From an optimization exercise on the open Yosys and OpenROAD flow, aimed at small area; shortcuts taken in it are not production practice.
Only simulation tests tie the RTL to the original design; equivalence was not proved.
Power figures rest on the tool's default switching activity, not on a simulated workload.

==> flow/design.v <==
module clkdiv(CLK, RST, CLK_DIV, CNT);
	parameter W = 5;
	parameter TAP = 2;            
	parameter [W-1:0] LAST = 0;
	input CLK;
	input RST;
	output CLK_DIV;
	output [W-1:0] CNT;
	reg [W-1:0] state;
	assign CLK_DIV = (state == LAST);
	always @(posedge CLK)
	begin
		if(RST || CLK_DIV)
			state <= {W{1'b1}};
		else
			state <= {state[W-2:0], state[W-1] ^ state[TAP]};
	end
	assign CNT = state;
endmodule
module uart_tx(CLK, RST, TX_START, TX_DATA, TX_BUSY, TX_PIN, DIV_PULSE, DIV_CNT);
	input CLK;
	input RST;
	input TX_START;
	input[7:0] TX_DATA;
	output TX_PIN;
	output TX_BUSY;
	output DIV_PULSE;
	output [8:0] DIV_CNT;
	reg[3:0] state;
	wire tx_ready = (state == 0);
	assign TX_BUSY = ~tx_ready;
	wire uart_clk;
	clkdiv #(.W(9), .TAP(4), .LAST(9'h093)) uart_div(.CLK(CLK), .RST(RST), .CLK_DIV(uart_clk), .CNT(DIV_CNT));
	assign DIV_PULSE = uart_clk;
	always @(posedge CLK) begin
		if(RST)
			state <= 0;
		else if(tx_ready && TX_START)
			state <= 4'b0110;
		else if(uart_clk && !tx_ready)
			state <= state + 1'b1;
	end
	assign TX_PIN = tx_ready | (state == 4'b0110) | (state[3] & TX_DATA[state[2:0]]);
endmodule
module uart_rx(CLK, RST, RX_DATA, RX_RECV, RX_FIRST, RX_PIN, TXDIV_PULSE, TXDIV_CNT);
	input CLK;
	input RST;
	input RX_PIN;
	input TXDIV_PULSE;
	input [8:0] TXDIV_CNT;
	output reg[7:0] RX_DATA;
	output reg RX_RECV;
	output RX_FIRST;       
	wire tick;
	wire[4:0] tick_cnt;
	localparam[3:0] ST_WAIT = 4'd11;
	reg[3:0] state;
	reg[2:0] filter;
	reg rx_filtered;
	reg[3:0] oversample_cnt;
	wire waiting = (state == ST_WAIT);
	wire sample = tick && (oversample_cnt == 4'd15);
	clkdiv #(.W(5), .TAP(2), .LAST(5'h19)) oversample_div(.CLK(CLK), .RST(RST), .CLK_DIV(tick), .CNT(tick_cnt));
	always @(posedge CLK)
	begin
		if(RST) begin
			filter <= 0;
			rx_filtered <= 0;
		end else if(tick) begin
			if(RX_PIN && filter != 3'b111)
				filter <= filter + 3'b1;
			else if(!RX_PIN && filter != 3'b000)
				filter <= filter - 3'b1;
			if(filter == 3'b111)
				rx_filtered <= 1;
			else if(filter == 3'b000)
				rx_filtered <= 0;
		end
	end
	always @(posedge CLK)
		if(tick)
			oversample_cnt <= (state == 0 || waiting) ? 4'd8 : oversample_cnt + 4'd1;
	wire wait_over = RX_DATA == 8'h4c && tick_cnt == 5'h14 && TXDIV_CNT == 9'h18e;
	always @(posedge CLK)
	begin
		if(RST)
			state <= ST_WAIT;
		else if(waiting) begin
			if(wait_over)
				state <= 0;
		end else if(state == 0) begin
			if(!rx_filtered)
				state <= 1;
		end else if(sample)
			state <= (state == 4'd10) ? 4'd0 : state + 4'd1;
	end
	assign RX_FIRST = sample && state == 4'd2;
	always @(posedge CLK)
		if(RST)
			RX_DATA <= 8'hff;
		else if(waiting ? (tick && TXDIV_PULSE) : (sample && state >= 4'd2 && state <= 4'd9))
			RX_DATA <= {waiting ? RX_DATA[0] ^ RX_DATA[1] ^ RX_DATA[2] ^ RX_DATA[7] : rx_filtered, RX_DATA[7:1]};
	always @(posedge CLK)
		RX_RECV <= !RST && sample && state == 4'd10 && rx_filtered;
endmodule
module hex_code(CODE, VAL);
	output[3:0] CODE;
	input[3:0] VAL;
	localparam[15:0] E0 = 16'b0000001110001101;
	localparam[15:0] E1 = 16'b1111110101000101;
	localparam[15:0] E2 = 16'b1111110010011110;
	localparam[15:0] E3 = 16'b1111100010000011;
	assign CODE = {E3[VAL], E2[VAL], E1[VAL], E0[VAL]};
endmodule
module hex_num(HPIN, VAL);
	output[6:0] HPIN;
	input[3:0] VAL;    
	localparam[15:0] S0 = 16'b1010101110101011;  
	localparam[15:0] S1 = 16'b1011101010111010;  
	localparam[15:0] S2 = 16'b0011111100111111;  
	localparam[15:0] S3 = 16'b0000111110101111;  
	localparam[15:0] S4 = 16'b1000110010001100;  
	localparam[15:0] S5 = 16'b0000111100011111;  
	localparam[15:0] S6 = 16'b0000000011111111;  
	assign HPIN = ~{S6[VAL], S5[VAL], S4[VAL], S3[VAL], S2[VAL], S1[VAL], S0[VAL]};
endmodule
module rs232_interface_top(CLOCK_50, RST, UART_TXD, UART_RXD, LEDG,LEDR, KEY, SW, HEX0, HEX1, HEX2, HEX3, HEX4, HEX5, HEX6, HEX7);
	localparam PKTST_START = 0;
	localparam PKTST_CMD   = 1;
	localparam PKTST_LEN   = 2;
	localparam PKTST_DATA  = 3;
	localparam RC_OTHER = 0;
	localparam RC_LEDG  = 1;
	localparam RC_LEDR  = 2;
	localparam RC_HEX   = 3;
	localparam DEPTH = 6;
	localparam[3:0] HEX_CODE0 = 4'd11;    
	input CLOCK_50;
	input RST;
	output UART_TXD;
	input UART_RXD;
	output[7:0] LEDG;
	output[17:0] LEDR;
	input [4:0] KEY;
	input [17:0] SW;
	output[6:0] HEX0;
	output[6:0] HEX1;
	output[6:0] HEX2;
	output[6:0] HEX3;
	output[6:0] HEX4;
	output[6:0] HEX5;
	output[6:0] HEX6;
	output[6:0] HEX7;
	reg[7:0] tx_out;
	wire tx_busy;
	reg tx_start;
	wire[7:0] rx_in;
	wire rx_recv;
	wire rx_first;
	wire txdiv_pulse;
	wire[8:0] txdiv_cnt;
	reg sending;
	reg[4:0] last_key;
	reg[17:0] last_sw;
	reg[7:0] ledg_vals;
	reg[17:0] ledr_vals;
	reg[31:0] hex_vals;    
	wire[3:0] hex_new;     
	reg send_sw;           
	reg[2:0] send_idx;     
	reg[7:0] recv_buf[0:DEPTH-1];
	reg[2:0] recv_cnt;     
	reg recv_pend;         
	reg[1:0] recv_state;
	reg[1:0] recv_cur_cmd;
	reg[7:0] recv_left;    
	reg[9:0] recv_cur_data;
	uart_tx tx(.CLK(CLOCK_50), .RST(RST), .TX_START(tx_start), .TX_DATA(tx_out), .TX_BUSY(tx_busy), .TX_PIN(UART_TXD),
		.DIV_PULSE(txdiv_pulse), .DIV_CNT(txdiv_cnt));
	uart_rx rx(.CLK(CLOCK_50), .RST(RST), .RX_DATA(rx_in), .RX_RECV(rx_recv), .RX_FIRST(rx_first), .RX_PIN(UART_RXD),
		.TXDIV_PULSE(txdiv_pulse), .TXDIV_CNT(txdiv_cnt));
	hex_code hc(hex_new, recv_byte[3:0]);
	wire hex_write = recv_pop && recv_state == PKTST_DATA && recv_left[7:1] == 0 &&
		recv_cur_cmd == RC_HEX && recv_cur_data[7:3] == 0;
	wire[3:0] hex_d = RST ? HEX_CODE0 : hex_new;
	genvar g;
	generate
		for(g = 0; g < 8; g = g + 1) begin : digit
			always @(posedge CLOCK_50)
				if(RST || (hex_write && recv_cur_data[2:0] == g))
					hex_vals[4*g+3:4*g] <= hex_d;
		end
	endgenerate
	hex_num h0(HEX0, hex_vals[3:0]);
	hex_num h1(HEX1, hex_vals[7:4]);
	hex_num h2(HEX2, hex_vals[11:8]);
	hex_num h3(HEX3, hex_vals[15:12]);
	hex_num h4(HEX4, hex_vals[19:16]);
	hex_num h5(HEX5, hex_vals[23:20]);
	hex_num h6(HEX6, hex_vals[27:24]);
	hex_num h7(HEX7, hex_vals[31:28]);
	assign LEDG = ledg_vals;
	assign LEDR = ledr_vals;
	wire recv_any = (recv_cnt != 0) || recv_pend;
	wire recv_pop = !sending && recv_any;
	wire[7:0] recv_byte = (recv_cnt == 0) ? rx_in : recv_buf[recv_cnt - 3'd1];
	wire recv_move = rx_first && recv_pend && !(recv_pop && recv_cnt == 0);
	wire[17:0] data_nxt = {recv_cur_data, recv_byte};
	integer i;
	always @(posedge CLOCK_50)
		if(recv_move) begin
			recv_buf[0] <= rx_in;
			for(i = 1; i < DEPTH; i = i + 1)
				recv_buf[i] <= recv_buf[i-1];
		end
	reg[7:0] send_byte;
	always @(*)
		case(send_idx)
			3'd0: send_byte = 8'hff;
			3'd1: send_byte = {7'b0, send_sw};
			3'd2: send_byte = {6'b0, send_sw, 1'b1};
			3'd3: send_byte = send_sw ? last_sw[7:0] : {3'b111, ~last_key};
			3'd4: send_byte = last_sw[15:8];
			default: send_byte = {6'b0, last_sw[17:16]};
		endcase
	wire send_last = send_sw ? (send_idx == 3'd5) : (send_idx == 3'd3);
	wire send_step = sending && !tx_busy && !tx_start;
	always @(posedge CLOCK_50)
		if(send_step)
			tx_out <= send_byte;
	always @(posedge CLOCK_50)
	begin
		if(RST) begin
			tx_start <= 0;
			sending <= 0;
			last_key <= 0;
			last_sw <= 0;
			recv_cnt <= 0;
			recv_pend <= 0;
			recv_state <= PKTST_START;
			ledg_vals <= 0;
			ledr_vals <= 0;
		end else begin
			tx_start <= send_step;
			recv_cnt <= recv_cnt + recv_move - (recv_pop && recv_cnt != 0);
			if(rx_recv)
				recv_pend <= 1;
			else if(rx_first || (recv_pop && recv_cnt == 0))
				recv_pend <= 0;
			if(!sending) begin
				if(recv_any) begin
					case(recv_state)
					PKTST_START:
						if(recv_byte == 8'hff)
							recv_state <= PKTST_CMD;
					PKTST_CMD: begin
						recv_state <= PKTST_LEN;
					end
					PKTST_LEN: begin
						recv_state <= PKTST_DATA;
					end
					PKTST_DATA:
						if(recv_left[7:1] == 0) begin
							recv_state <= PKTST_START;
							case(recv_cur_cmd)
							RC_LEDG: ledg_vals <= recv_byte;
							RC_LEDR: ledr_vals <= data_nxt;
							endcase
						end
					endcase
				end else if(last_key != KEY) begin
					sending <= 1;
					last_key <= KEY;
				end else if(last_sw != SW) begin
					sending <= 1;
					last_sw <= SW;
				end
			end else if(send_step) begin
				if(send_last)
					sending <= 0;
			end
		end
	end
	always @(posedge CLOCK_50)
	begin
		if(!sending)
			send_idx <= 0;
		else if(send_step)
			send_idx <= send_idx + 1'b1;
		if(recv_pop && recv_state == PKTST_LEN)
			recv_cur_data <= 0;
		else if(recv_pop && recv_state == PKTST_DATA)
			recv_cur_data <= data_nxt[9:0];
		if(!sending && !recv_any && last_key != KEY)
			send_sw <= 0;
		else if(!sending && !recv_any && last_sw != SW)
			send_sw <= 1;
		if(recv_pop && recv_state == PKTST_CMD)
			recv_cur_cmd <= (recv_byte == 8'd2) ? RC_LEDG :
			                (recv_byte == 8'd3) ? RC_LEDR :
			                (recv_byte == 8'd4) ? RC_HEX : RC_OTHER;
		if(recv_pop && recv_state == PKTST_LEN)
			recv_left <= recv_byte;
		else if(recv_pop && recv_state == PKTST_DATA)
			recv_left <= recv_left - 1'b1;
	end
endmodule
==> flow/flow/run.sh <==
#!/bin/bash
# The standard layout (standard.sh: the standard synthesis, floorplan, power
# grid, tap cells, placement, CTS and routing), with these choices:
#  - ABC maps the logic with an area-oriented script (flow/abc_area_deep.script)
#    instead of ORFS's abc_speed.script: ORFS's scripts folder is copied here
#    and only that file is replaced. Flip-flops are mapped before ABC runs, so
#    the registers (names and cells) are those of the standard synthesis;
#  - port buffers are buf_1 cells (buffer_ports -buffer_cell), the smallest
#    buffer; every port still gets one;
#  - the clock tree uses clkbuf_4 cells, sink clusters of up to 10 within
#    30 um, and no dummy loads.
set -euo pipefail
rm -rf scripts_mod
cp -r "$FLOW_HOME/scripts" scripts_mod
cp flow/abc_area_deep.script scripts_mod/abc_speed.script
export SCRIPTS_DIR="$PWD/scripts_mod"
export BUFFER_PORTS_ARGS="-buffer_cell sky130_fd_sc_hd__buf_1"
export CTS_ARGS="-sink_clustering_enable -repair_clock_nets -buf_list sky130_fd_sc_hd__clkbuf_4 -sink_clustering_size 10 -sink_clustering_max_diameter 40 -dont_use_dummy_load"
bash standard.sh > standard_flow.log 2>&1
==> flow/flow/abc_area_deep.script <==
strash
dc2
dch -f
amap
strash
dch -f
amap
topo
==> flow/standard.sh <==
#!/bin/bash
# synth_recipe.tcl (not shown) runs the flow's synth.tcl, then flattens the netlist and writes it again
# the make line also repeats each setting of config.mk as NAME=value (left out here)
make -C /OpenROAD-flow-scripts/flow DESIGN_CONFIG=/design/flow/config.mk WORK_HOME=/design/flow/orfs CLKGATE_MAP_FILE= SYNTH_SCRIPT=/design/flow/synth_recipe.tcl "${@:-finish}"
==> flow/config.mk <==
export PLATFORM = sky130hd
export DESIGN_NAME = rs232_interface_top
export DESIGN_NICKNAME = rs232_interface_top
export VERILOG_FILES = /design/flow/design.v
export SDC_FILE = /design/flow/constraint.sdc
export NUM_CORES = 4
export LEC_CHECK = 0
export CAP_MARGIN = 20
export CORE_MARGIN = 2
export CORE_UTILIZATION = 70
export PLACE_DENSITY = 0.8
export SLEW_MARGIN = 20
==> flow/constraint.sdc <==
create_clock -name core_clock -period 20.0 [get_ports {CLOCK_50}]
set_input_delay 4.0000 -clock core_clock [delete_from_list [all_inputs] [get_ports {CLOCK_50}]]
set_output_delay 4.0000 -clock core_clock [all_outputs]
set_load 0.01 [all_outputs]
==> impl_results.md, run 1 <==
- Outcome: timing/DRC/antenna clean
- Wire length of the first global-routing pass: 30850 um
- Path type of the worst min-delay path: register to register
- Number of diodes added for antenna fixing: 0
- Overall power consumption: 1178 uW
- Count of cell types in the netlist: 39
- Maximum buffer depth of the clock tree: 3
- Max-slew headroom: 0.3110
- Fraction of synthesis flops using an asynchronous set or reset pin: 0
- Max capacitance violation total: 0
- Met2 GRT Util: 0.4752
- Pwr dens: 121.5 nW/um2
- Number of instances in the placed design: approximately 1200
- Number of detailed-routing iterations run before antenna repair: 5
- CTS H-Tree Depth: 1
- Slew at the pin closest to its max-slew limit: 1030 ps
- Clock slew seen by the registers of the worst setup and hold paths: about 100 ps
- Total number of yosys warnings: 6
- Commonest register cell after synthesis: sky130_fd_sc_hd__dfxtp_1
- Register-to-Register Path Depth: 10
- Vertical die dimension: 116.3 um
- Maximum fanout along the worst path: 24
- Floorplan die width: 116.3 um
- Clock Skews: 51.31 ps
- Largest net degree at the start of global routing: 54
- Crit path capture type: register
- Maximum clock frequency: 155.4 MHz
- Period minus WS final: 6433 ps
- Fraction of layout instances using a drive strength above 1: 0.04195
- Count of unresolved DRC violations after routing: 0
- Worst hold path depth: 2
- Met1 demand-to-capacity share in global routing: 0.3841
- Mapped Cells: 887
- Post CTS Setup Buffer Count: 0
- Met3 Resource Use GR: 0.04774
- Initial DRC count: 649
- Port-buffer cells: between 100 and 150
- Boundary Pins: 109
- Clock tree from TritonCTS: done
- Period Utilization, post-route: 0.3217
- Starting density of the core: 0.7080
- Footprint of the flip-flops and latches: 5185 um2
- Final Hold Vio Count: 0
- Total clock buffers created by CTS: 28
- Cell Count, Final, Fillers Out: 1197
- Critical path's largest stage delay: 780 ps
- Routed vias: ~7300
- Required time of the critical path: 20520 ps
- Hold-fix buffers, CTS: 0
- Flip-flop and latch count after synthesis: 208
- Number of global-route vias before repair: 6538
- Multi-input logic area: 3153 um2
- Mean Syn Cell Area: 9.950 um2
- Most used cell along the critical path: sky130_fd_sc_hd__o21ai_0
- Row Count: 41
- Layout area overhead: 9.853%
- Number of flops mapped to enable cells by yosys: 102
- Clock root buffer: sky130_fd_sc_hd__clkbuf_4
- VDD IR max: a little over 0.07 mV
- Insertion delay of the later-clocked pin in the worst-skew pair: 640 ps
- Worst path slowest cell: sky130_fd_sc_hd__clkinv_1
- Mapped Area: between 8000 and 9000 um2
- Global route overflow: 0
- Chain of cells forming the critical path: buf_1 -> nand2_1 -> o21ai_0 -> a211oi_1 -> o21ai_0 -> a211oi_1 -> o21ai_0 -> nor2_1 -> clkinv_1 -> a22oi_1 -> nor2_1
- Vias per Instance: roughly 6
- Routing layer with the top usage in global route: met2
- GRT Util Overall: 0.2841
- Count of endpoints failing setup in the final report: 0
- Total negative slack: 0 ps
- Unrepaired setup endpoints after global routing: false
- Quantity of gates resized following cts: 0
- Net count of the finished layout: 1076
- DIE AREA: 13520 um2
- Number of filler instances in the final layout: 858
- Routability-driven placement congestion ratio: 0.8858
- HPWL reported at the end of detailed placement: 14000 um
- Post-route ant nets: 0
- Average detailed-routed wire length per instance: 16.38 um
- Critical path class: input port to register
- Routed WL: 19610 um
- Leak: 0.003422 uW
- Sort of element at the start of the critical path: input port
- CORE AREA: 12470 um2
- Data arrival, critical path: slightly below 7000 ps
- Net count after synthesis: 936
- Number of antenna violations at the first check in global routing: 0
- Final-report max-slew violation count: 0
- CTS sink count: approximately 210
- Sequential element share of the synthesized area: 0.5875
[power breakdown]
group / internal [uW] / switching (uW)
combinational: 129 / 279
clock: 64.2 / 126
sequential: 529 / 51.4
total: 722 / 457
[cell usage in the layout, fill, tap and decap left out, types with 2 or more instances in the layout]
cell | netlist | routed
sky130_fd_sc_hd__nor2_1 | 113 | 113
sky130_fd_sc_hd__buf_4 | 8 | 10
sky130_fd_sc_hd__nor4_2 | 0 | 2
sky130_fd_sc_hd__or4_1 | 2 | 2
sky130_fd_sc_hd__fa_1 | 2 | 2
sky130_fd_sc_hd__nor4_1 | 9 | 7
sky130_fd_sc_hd__nand2_1 | 59 | 59
sky130_fd_sc_hd__o32ai_1 | 6 | 6
sky130_fd_sc_hd__a22oi_1 | 36 | 36
sky130_fd_sc_hd__edfxtp_1 | 102 | 102
sky130_fd_sc_hd__and3_1 | 4 | 4
sky130_fd_sc_hd__a31oi_1 | 5 | 5
sky130_fd_sc_hd__clkinv_1 | 120 | 120
sky130_fd_sc_hd__buf_1 | 0 | 107
sky130_fd_sc_hd__a21oi_1 | 81 | 81
sky130_fd_sc_hd__a222oi_1 | 4 | 4
sky130_fd_sc_hd__dfxtp_1 | 106 | 106
sky130_fd_sc_hd__nor2b_1 | 3 | 3
sky130_fd_sc_hd__o221ai_1 | 13 | 13
sky130_fd_sc_hd__nand3_1 | 24 | 24
sky130_fd_sc_hd__clkbuf_4 | 0 | 28
sky130_fd_sc_hd__o22ai_1 | 31 | 31
sky130_fd_sc_hd__o31ai_1 | 2 | 2
sky130_fd_sc_hd__a221oi_1 | 8 | 8
sky130_fd_sc_hd__or3_1 | 12 | 12
sky130_fd_sc_hd__o21ai_0 | 63 | 63
sky130_fd_sc_hd__a221o_1 | 6 | 6
sky130_fd_sc_hd__nor3_1 | 20 | 19
sky130_fd_sc_hd__nand4_1 | 6 | 6
sky130_fd_sc_hd__ha_1 | 21 | 21
sky130_fd_sc_hd__a211oi_1 | 10 | 9
[per-stage QoR]
stage / hold slack [ps] / util / worst slack, ps / cell area [um2]
after global routing: 438.0 / 0.7778 / 13370 / 9696
after floorplan: 399.6 / - / 13710 / 8826
after global placement: 409.9 / 0.7595 / 13220 / 9468
after CTS: 403.3 / 0.7768 / 13630 / 9683
final: 416.2 / 0.7778 / 13570 / 9696
after detailed placement: 412.9 / 0.7599 / 12940 / 9473
[final timing paths]
| path | startpoint | to | slack, ps |
|---|---|---|---|
| hold / removal | tx.uart_div.state[2] | tx.uart_div.state[3] | 420 |
| hold reg to reg | tx.uart_div.state[2] | tx.uart_div.state[3] | 420 |
| setup / recovery | KEY[1] | last_sw[10] | 13570 |
| setup reg to reg | recv_cnt[1] | recv_state[0] | 15650 |
[worst max-delay path: cells and delay by family]
family                 cells  cell delay, ps
and+or+nand+nor            3             870
AOI/OAI and AO/OA          6            1220
buffers and inverters      2             870
[state kept, by name, indices dropped and copies added (netlist names), 5 cells and up]
| name | flops |
|---|---|
| last_key | 5 |
| ledr_vals | 18 |
| recv_cur_data | 10 |
| tx.uart_div.state | 9 |
| rx.RX_DATA | 8 |
| last_sw | 18 |
| hex_vals | 32 |
| recv_left | 8 |
| ledg_vals | 8 |
| rx.oversample_div.state | 5 |
| tx_out | 8 |
| recv_buf | 48 |
[synthesized netlist by cell type, types with 5 or more instances]
library cell                 n  share of area
sky130_fd_sc_hd__a211oi_1   10         0.0085
sky130_fd_sc_hd__a21oi_1    81          0.046
sky130_fd_sc_hd__a221o_1     6         0.0068
sky130_fd_sc_hd__a221oi_1    8         0.0079
sky130_fd_sc_hd__a22oi_1    36          0.031
sky130_fd_sc_hd__a31oi_1     5         0.0035
sky130_fd_sc_hd__buf_4       8         0.0068
sky130_fd_sc_hd__clkinv_1  120          0.051
sky130_fd_sc_hd__dfxtp_1   106           0.24
sky130_fd_sc_hd__edfxtp_1  102           0.35
sky130_fd_sc_hd__ha_1       21          0.030
sky130_fd_sc_hd__nand2_1    59          0.025
sky130_fd_sc_hd__nand3_1    24          0.014
sky130_fd_sc_hd__nand4_1     6         0.0043
sky130_fd_sc_hd__nor2_1    113          0.048
sky130_fd_sc_hd__nor3_1     20          0.011
sky130_fd_sc_hd__nor4_1      9         0.0064
sky130_fd_sc_hd__o21ai_0    63          0.036
sky130_fd_sc_hd__o221ai_1   13          0.013
sky130_fd_sc_hd__o22ai_1    31          0.022
sky130_fd_sc_hd__o32ai_1     6         0.0060
sky130_fd_sc_hd__or3_1      12         0.0085
[layer usage]
metal | vias to the layer above | routed length (um)
li1 | 3525 | -
met1 | 3379 | 8185
met3 | 39 | 1426
met2 | 325 | 9562
met4 | 0 | 436
met5 | - | 0
[kinds of logic (layout without fill, tap and decap cells)]
family,count (synthesis),in the layout,share of synthesized area
adder cells (fa/ha/maj),23,23,0.03431
AO/OA/AOI/OAI,273,273,0.1941
buffers and inverters,128,266,0.05784
AND/OR/NAND/NOR,255,255,0.1263
flip-flops,208,208,0.5875
[layout make-up]
class / instances / area share
multi-input cells: 551 / 0.3252
flip-flops and latches: 208 / 0.5348
repair buffers: 118 / 0.04968
clock buffers: 28 / 0.02168
inverters: 120 / 0.04646
well taps: 172 / 0.02220
==> run 2: changes to the inputs <==
==> flow/flow/abc_area_deep.script (replaced) <==
strash
dc2
dc2
dch -f
amap
topo
--- a/flow/config.mk
+++ b/flow/config.mk
@@ -5,8 +5,8 @@
 export SDC_FILE = /design/flow/constraint.sdc
 export NUM_CORES = 4
 export LEC_CHECK = 0
-export CAP_MARGIN = 20
+export CAP_MARGIN = 0
 export CORE_MARGIN = 2
 export CORE_UTILIZATION = 70
 export PLACE_DENSITY = 0.8
-export SLEW_MARGIN = 20
+export SLEW_MARGIN = 0
==> impl_results.md, run 2 <==
- VDD IR max: roughly 0.087 mV
- Maximum fanout along the worst path: 28
- Vertical die dimension: between 100 and 150 um
- HPWL reported at the end of detailed placement: ~14000 um
- Outcome: timing/DRC/antenna clean
- Critical path's largest stage delay: 610 ps
- Mapped Area: a little under 9000 um2
- Most instantiated cells after synthesis: sky130_fd_sc_hd__clkinv_1, sky130_fd_sc_hd__nor2_1, sky130_fd_sc_hd__dfxtp_1
- Port-buffer cells: 108
- Count of unresolved DRC violations after routing: 0
- Top cell type by total area after synthesis: sky130_fd_sc_hd__edfxtp_1
- Largest registers: recv_buf: 48 flops, hex_vals: 32 flops
- Vias per Instance: 6.097
- Clock root buffer: sky130_fd_sc_hd__clkbuf_4
- Fraction of synthesis flops using an asynchronous set or reset pin: 0
- Final Hold Vio Count: 0
- CTS sink count: between 200 and 250
- Net count of the finished layout: 1072
- Worst R2R End: hex_vals[16]
- Buffering stage count on the worst path with inverters included: 3
- Wire length of the first global-routing pass: 30860 um
- Power share of the clock group: 0.153
- Launch point of the worst reg-to-reg path: recv_cnt[2]
- Critical path's top delay family: simple AND/OR/NAND/NOR gates
- Number of filler instances in the final layout: 864
- Routed vias: roughly 7300
- Setup slack of the most critical reg-to-reg path: 15720 ps
- Crit path capture type: register
- Largest net degree at the start of global routing: 56
- Maximum clock frequency: between 150 and 200 MHz
- Worst path slowest cell: sky130_fd_sc_hd__nand2_1
- Worst hold path depth: 0
- Count of cell types in the netlist: 48
- Slew at the pin closest to its max-slew limit: between 1000 and 1500 ps
- Total negative slack: 0 ps
- Final-report max-slew violation count: 0
- Worst min-delay path endpoint: recv_buf[5][1]
- Number of flops mapped to enable cells by yosys: 102
- Count leader, synth: sky130_fd_sc_hd__clkinv_1
- Sequential element share of the synthesized area: 0.5835
- Overall power consumption: 1287 uW
- Sort of element at the start of the critical path: input port
- Flip-flop and latch count after synthesis: 208
- CORE AREA: 12520 um2
- DIE AREA: 13610 um2
- Insertion delay of the later-clocked pin in the worst-skew pair: 660 ps
- Pwr dens: 132.0 nW/um2
- Starting density of the core: 0.7099
- Routed WL: 19930 um
- Unrepaired setup endpoints after global routing: false
- Count of endpoints failing setup in the final report: 0
- Mean Syn Cell Area: 10.09 um2
- Combinational share of power: 0.382
- Clock tree from TritonCTS: done
- Mapped Cells: 881
- Commonest register cell after synthesis: sky130_fd_sc_hd__dfxtp_1
- Net count after synthesis: 930
- Top cells by area, synth: sky130_fd_sc_hd__edfxtp_1, sky130_fd_sc_hd__dfxtp_1, sky130_fd_sc_hd__clkinv_1, sky130_fd_sc_hd__nor2_1, sky130_fd_sc_hd__a21oi_1
- Maximum buffer depth of the clock tree: 3
- Floorplan die width: 116.7 um
- Quantity of gates resized following cts: 0
- Max capacitance violation total: 0
- Internal power contribution: 767.2 uW
- Leak: 0.003342 uW
- Number of detailed-routing iterations run before antenna repair: 7
- Initial DRC count: 559
- Row Count: 41
- Part of the total power dissipated in sequential elements: 0.465
- Area share of the leading cell type in the synthesized netlist: 0.3447
- Number of global-route vias before repair: ~6600
- Largest register by flop count: recv_buf
- Switching fraction of total power: 0.4041
- Register-to-Register Path Depth: 8
- Number of antenna violations at the first check in global routing: 0
- Hold-fix buffers, CTS: 0
- Most used cell along the critical path: sky130_fd_sc_hd__clkinv_1
- Setup crit start: SW[14]
- CTS H-Tree Depth: 1
- Max-slew headroom: 0.2827
- Routability-driven placement congestion ratio: around 0.86
- Clock Skews: 60.38 ps
- Boundary Pins: roughly 110
- Period minus WS final: 6353 ps
- Critical path class: input port to register
- Global route overflow: 0
- GRT Util Overall: 0.2852
- Total number of yosys warnings: 6
- Most common cell after layout, fill and taps aside: sky130_fd_sc_hd__clkinv_1
- Instance count on the critical path: 12
- Post CTS Setup Buffer Count: 0
- Setup ws final: between 10000 and 15000 ps
- Clock slew seen by the registers of the worst setup and hold paths: 90 ps
- Data arrival, critical path: 6840 ps
- Layout area overhead: 9.786%
- Commonest non-fill, non-tap cells in the layout: sky130_fd_sc_hd__clkinv_1, sky130_fd_sc_hd__nor2_1, sky130_fd_sc_hd__buf_1
- Hold Startpoint: recv_buf[4][1]
- Post-route ant nets: 0
- Total clock buffers created by CTS: 29
- Number of flip-flops under the largest register name: 48
- Chain of cells forming the critical path: buf_1 -> clkinv_1 -> o22ai_1 -> a221oi_1 -> o2111ai_1 -> or4_1 -> nor4_1 -> a31oi_1 -> nand2_1 -> clkinv_1 -> a22oi_1 -> nor2_1
- Psw: 520.3 uW
- Fraction of layout instances using a drive strength above 1: 0.04114
- Period Utilization, post-route: 0.3177
- Required time of the critical path: 20490 ps
- Path type of the worst min-delay path: register to register
- Average detailed-routed wire length per instance: 16.69 um
- DP Worst Slack: between 10000 and 15000 ps
-- run 2: changes by cell type after synthesis, sizes merged, moves of 4 or more --
cell	change
o21ai	-10
nand2	-9
o22ai	-8
a21oi	-6
a22oi	-6
nor2b	+4
-- run 2: how the worst max path moves through the flow --
stage	end
floorplan	last_sw[11]
finish	last_sw[9]
detailed placement	last_sw[15]
CTS	last_sw[4]
global route	last_sw[14]
global placement	last_sw[4]
-- run 2: logic make-up (layout without fill, tap and decap cells) --
| kind of cell | count (synthesis) | count (layout) | share of synthesized area |
|---|---|---|---|
| adder cells (fa/ha/maj) | 23 | 23 | 0.03407 |
| AND/OR/NAND/NOR | 254 | 254 | 0.1284 |
| buffers and inverters | 129 | 269 | 0.05787 |
| XOR/XNOR | 4 | 4 | 0.003943 |
| other | 0 | 1 | 0 |
| AO/OA/AOI/OAI | 263 | 263 | 0.1922 |
| flip-flops | 208 | 208 | 0.5835 |
-- run 2: per-layer routing --
metal | up-vias | part of all wire | GRT usage
met5 | - | 0 | 0
met2 | 290 | 0.49 | 0.4853
met4 | 0 | 0.028 | 0.1059
met1 | 3405 | 0.42 | 0.3737
li1 | 3535 | - | -
met3 | 50 | 0.065 | 0.04307
-- run 2: power by group through the flow --
stage                     Clock [uW]  Combinational, uW  Sequential [uW]
after floorplan                    0                337              591
after global placement             0                467              602
after detailed placement           0                487              607
after CTS                        199                489              597
after global routing             215                552              608
final                            197                492              599
-- run 2: layout make-up --
class | instances | area [um2] | area share
Clock buffer | 29 | 217.7 | 0.02232
Antenna cell | 1 | 2.502 | 0.0002565
Timing Repair Buffer | 119 | 489.2 | 0.05015
Tap cell | 172 | 215.2 | 0.02206
Multi-Input combinational cell | 544 | 3192 | 0.3272
Sequential cell | 208 | 5185 | 0.5315
Inverter | 121 | 454.2 | 0.04656
-- run 2: metrics by stage --
stage / utilization / hold slack, ps / std cells / area, um2
floorplan: - / 399.6 / 881 / 8886
global placement: 0.7618 / 408.9 / 1164 / 9535
detailed placement: 0.7618 / 422.6 / 1164 / 9535
CTS: 0.7792 / 452.7 / 1193 / 9753
global route: 0.7792 / 454.2 / 1193 / 9753
finish: 0.7794 / 446.2 / 1194 / 9756
==> run 3: changes to the inputs <==
==> flow/run.sh (new file) <==
#!/bin/bash
# synth_recipe.tcl (not shown) runs the flow's synth.tcl, then flattens the netlist and writes it again
# the make line also repeats each setting of config.mk as NAME=value (left out here)
make -C /OpenROAD-flow-scripts/flow DESIGN_CONFIG=/design/flow/config.mk WORK_HOME=/design/flow/orfs CLKGATE_MAP_FILE= SYNTH_SCRIPT=/design/flow/synth_recipe.tcl finish
--- a/flow/config.mk
+++ b/flow/config.mk
@@ -5,8 +5,11 @@
 export SDC_FILE = /design/flow/constraint.sdc
 export NUM_CORES = 4
 export LEC_CHECK = 0
-export CAP_MARGIN = 0
+export CAP_MARGIN = 20
 export CORE_MARGIN = 2
 export CORE_UTILIZATION = 70
+export CTS_BUF_LIST = sky130_fd_sc_hd__clkbuf_4
+export CTS_CLUSTER_DIAMETER = 40
+export CTS_CLUSTER_SIZE = 10
 export PLACE_DENSITY = 0.8
-export SLEW_MARGIN = 0
+export SLEW_MARGIN = 20
removed: flow/flow/run.sh
removed: flow/flow/abc_area_deep.script
removed: flow/standard.sh
==> impl_results.md, run 3 <==
- CTS H-Tree Depth: 1
- Starting density of the core: 0.7170
- Vias per Instance: 6.028
- Maximum clock frequency: 154.1 MHz
- Combinational share of power: 0.366
- Number of flops mapped to enable cells by yosys: 102
- Unrepaired setup endpoints after global routing: false
- Required time of the critical path: approximately 16000 ps
- Critical path class: register to output pin
- Mean Syn Cell Area: 10.17 um2
- Part of the total power dissipated in sequential elements: 0.432
- Fraction of layout instances using a drive strength above 1: 0.08144
- Largest register by flop count: recv_buf
- Global route overflow: 0
- Data arrival, critical path: ~2500 ps
- Mapped Area: between 9000 and 10000 um2
- Clock Skews: 45.34 ps
- Clock tree from TritonCTS: done
- GRT Util Overall: 0.2986
- Worst Hold Margin: 434.1 ps
- HPWL reported at the end of detailed placement: around 15000 um
- Fraction of synthesis flops using an asynchronous set or reset pin: 0
- Number of global-route vias before repair: 7410
- Post-route ant nets: 0
- Outcome: timing/DRC/antenna clean
- Number of flip-flops under the largest register name: 48
- Layout area overhead: 16.14%
- Psw: 479.1 uW
- Power share of the clock group: 0.203
- Net count after synthesis: around 990
- Wire length of the first global-routing pass: 35090 um
- DIE AREA: 14570 um2
- Pwr dens: roughly 120 nW/um2
- Maximum buffer depth of the clock tree: 3
- Commonest register cell after synthesis: sky130_fd_sc_hd__dfxtp_1
- Final-report max-slew violation count: 0
- Largest net degree at the start of global routing: between 80 and 90
- Insertion delay of the later-clocked pin in the worst-skew pair: 660 ps
- VDD IR max: 0.07230 mV
- Max-slew headroom: 0.2896
- Total clock buffers created by CTS: 28
- Number of detailed-routing iterations run before antenna repair: 5
- Top cell type by total area after synthesis: sky130_fd_sc_hd__edfxtp_1
- Mapped Cells: 937
- Period Utilization, post-route: 0.3244
- Quantity of gates resized following cts: 0
- Number of antenna violations at the first check in global routing: 1
- Sequential element share of the synthesized area: 0.5439
- CTS sink count: approximately 210
- Total negative slack: 0 ps
- Switching fraction of total power: 0.3625
- Clock root buffer: sky130_fd_sc_hd__clkbuf_4
- Max capacitance violation total: 0
- Flip-flop and latch count after synthesis: 208
- Clock slew seen by the registers of the worst setup and hold paths: 110 ps
- Port-buffer cells: 108
- Slew at the pin closest to its max-slew limit: 1064 ps
- Final Hold Vio Count: 0
- Routed WL: 21860 um
- Row Count: 42
- Most common cell after layout, fill and taps aside: sky130_fd_sc_hd__clkdlybuf4s50_1
- Largest registers: recv_buf: 48 flops, hex_vals: 32 flops
- Critical path's largest stage delay: 520 ps
- Internal power contribution: 842.4 uW
- Most instantiated cells after synthesis: sky130_fd_sc_hd__dfxtp_1, sky130_fd_sc_hd__nand2_1, sky130_fd_sc_hd__edfxtp_1
- Chain of cells forming the critical path: inv_1 -> ha_1 -> and2_1 -> a31oi_1 -> o21ai_0 -> clkdlybuf4s50_1
- Setup ws final: 13510 ps
- Period minus WS final: 6488 ps
- Routability-driven placement congestion ratio: between 0.8 and 0.9
- Net count of the finished layout: 1084
- Worst path slowest cell: sky130_fd_sc_hd__clkdlybuf4s50_1
- Count of unresolved DRC violations after routing: 0
- Count of endpoints failing setup in the final report: 0
- Crit path capture type: output pin
- Post CTS Setup Buffer Count: 0
- Hold-fix buffers, CTS: 0
- Sort of element at the start of the critical path: register
- Commonest non-fill, non-tap cells in the layout: sky130_fd_sc_hd__clkdlybuf4s50_1, sky130_fd_sc_hd__nand2_1, sky130_fd_sc_hd__dfxtp_1
- Core Util, Final: 0.8328
- Vertical die dimension: between 100 and 150 um
- Top cells by area, synth: sky130_fd_sc_hd__edfxtp_1, sky130_fd_sc_hd__dfxtp_1, sky130_fd_sc_hd__mux2i_1, sky130_fd_sc_hd__nand2_1, sky130_fd_sc_hd__nor2_1
- Count of cell types in the netlist: 71
- Floorplan die width: 120.7 um
- Average detailed-routed wire length per instance: 17.71 um
- CORE AREA: 13300 um2
- Area share of the leading cell type in the synthesized netlist: 0.3213
- Leak: between 0.004 and 0.005 uW
- DP Worst Slack: ~13000 ps
- Total number of yosys warnings: 6
- Boundary Pins: 109
- Maximum fanout along the worst path: 6
- Routed vias: 7438
- Path type of the worst min-delay path: register to register
- Initial DRC count: 664
[run 3: cell types whose count changed in the layout (fill, tap and decap cells not counted), sizes merged, moves of 15 or more]
cell           change
buf              -111
mux2i             +42
nand2             +56
clkdlybuf4s50    +107
xor2              +26
nor2              -20
inv               +57
o22ai             -15
a22oi             -30
clkinv           -114
[run 3: area by class of cell]
| class | instances | area, um2 |
|---|---|---|
| Multi-Input combinational cell | 627 | 3919 |
| Antenna cell | 2 | 5.005 |
| Fill cell | 754 | 2223 |
| Clock buffer | 40 | 300.3 |
| Sequential cell | 208 | 5185 |
| Timing Repair Buffer | 114 | 1121 |
| Tap cell | 176 | 220.2 |
| Clock inverter | 11 | 111.4 |
| Inverter | 56 | 210.2 |
[run 3: final timing paths]
| kind | cells past startpoint | endpoint | start | slack, ps |
|---|---|---|---|---|
| worst max-delay path | 6 | UART_TXD | tx.state[0] | 13510 |
| worst min register to register | 0 | recv_buf[3][1] | recv_buf[2][1] | 430 |
| worst max register to register | 9 | hex_vals[30] | recv_cnt[2] | 15980 |
| worst min-delay path | 0 | recv_buf[3][1] | recv_buf[2][1] | 430 |
[run 3: worst max-delay path: cells and delay by family (launching register included)]
family,cells,cell delay (ps)
buffers and inverters,2,660
AOI/OAI and AO/OA,2,310
and+or+nand+nor,1,180
adders and majority gates,1,240
DFF,1,480
[run 3: through the flow]
step / area, um2 / std cells / power (uW)
floorplan: 9533 / 937 / 867.1
global placement: 10650 / 1181 / 1024
detailed placement: 10650 / 1181 / 1055
CTS: 11060 / 1232 / 1318
global route: 11070 / 1234 / 1392
finish: 11070 / 1234 / 1321
[run 3: routing by layer]
| layer | share of wire | global-route usage | wire, um |
|---|---|---|---|
| met4 | 0.023 | 0.1112 | 509 |
| met2 | 0.52 | 0.5388 | 11440 |
| met3 | 0.061 | 0.04764 | 1324 |
| met1 | 0.39 | 0.3592 | 8586 |
| met5 | 0 | 0 | 0 |
[run 3: cells by family (layout without fill, tap and decap cells)]
group,count (synthesis),after routing,share of synthesized area
AO/OA/AOI/OAI,184,184,0.1205
XOR/XNOR,42,42,0.03859
adder cells (fa/ha/maj),23,23,0.03176
buffers and inverters,102,221,0.04554
flip-flops,208,208,0.5439
multiplexers,49,49,0.05473
other,0,2,0
AND/OR/NAND/NOR,329,329,0.1650
[run 3: power by group through the flow]
stage / Clock (uW) / Combinational [uW] / Sequential (uW)
global route: 288 / 527 / 577
CTS: 270 / 480 / 569
finish: 268 / 483 / 570
global placement: 0 / 451 / 572
detailed placement: 0 / 476 / 578
floorplan: 0 / 318 / 549

[afterwards: timing with drivers on the ports]
No port has a modelled driver above. Below, the same layouts with a new extraction and two added sets of constraints.
Step 1 sets driving cells, clkbuf_16 on the clock port and buf_2 on the other inputs (assumed; they add their load-dependent delay and slew).
Step 2 moves the port delays by t, midway between the first and last clock arrival at a register: inputs arrive t later, outputs are due t later. That takes back most of the time a late clock gives input paths.
a / b / c = ideal / step 1 / step 2; a / b = the first two.
run	shift t [ns]	setup slack, ns	worst hold slack (ns)	worst setup path at the end	latest minus earliest clock arrival (ns)
run 1	0.651	13.567 / 13.583 / 12.932	0.416 / 0.416 / 0.416	input to register	0.055 / 0.055
run 2	0.665	13.647 / 13.653 / 12.988	0.446 / 0.446 / 0.446	input to register	0.060 / 0.060
run 3	0.679	13.512 / 13.472 / 13.142	0.434 / 0.434 / 0.434	input to register	0.046 / 0.046
After both steps setup and hold are still met in every run listed. The setup slack of run 2, which loses most, moves by +0.006 ns with the drivers and by -0.659 ns with both steps.
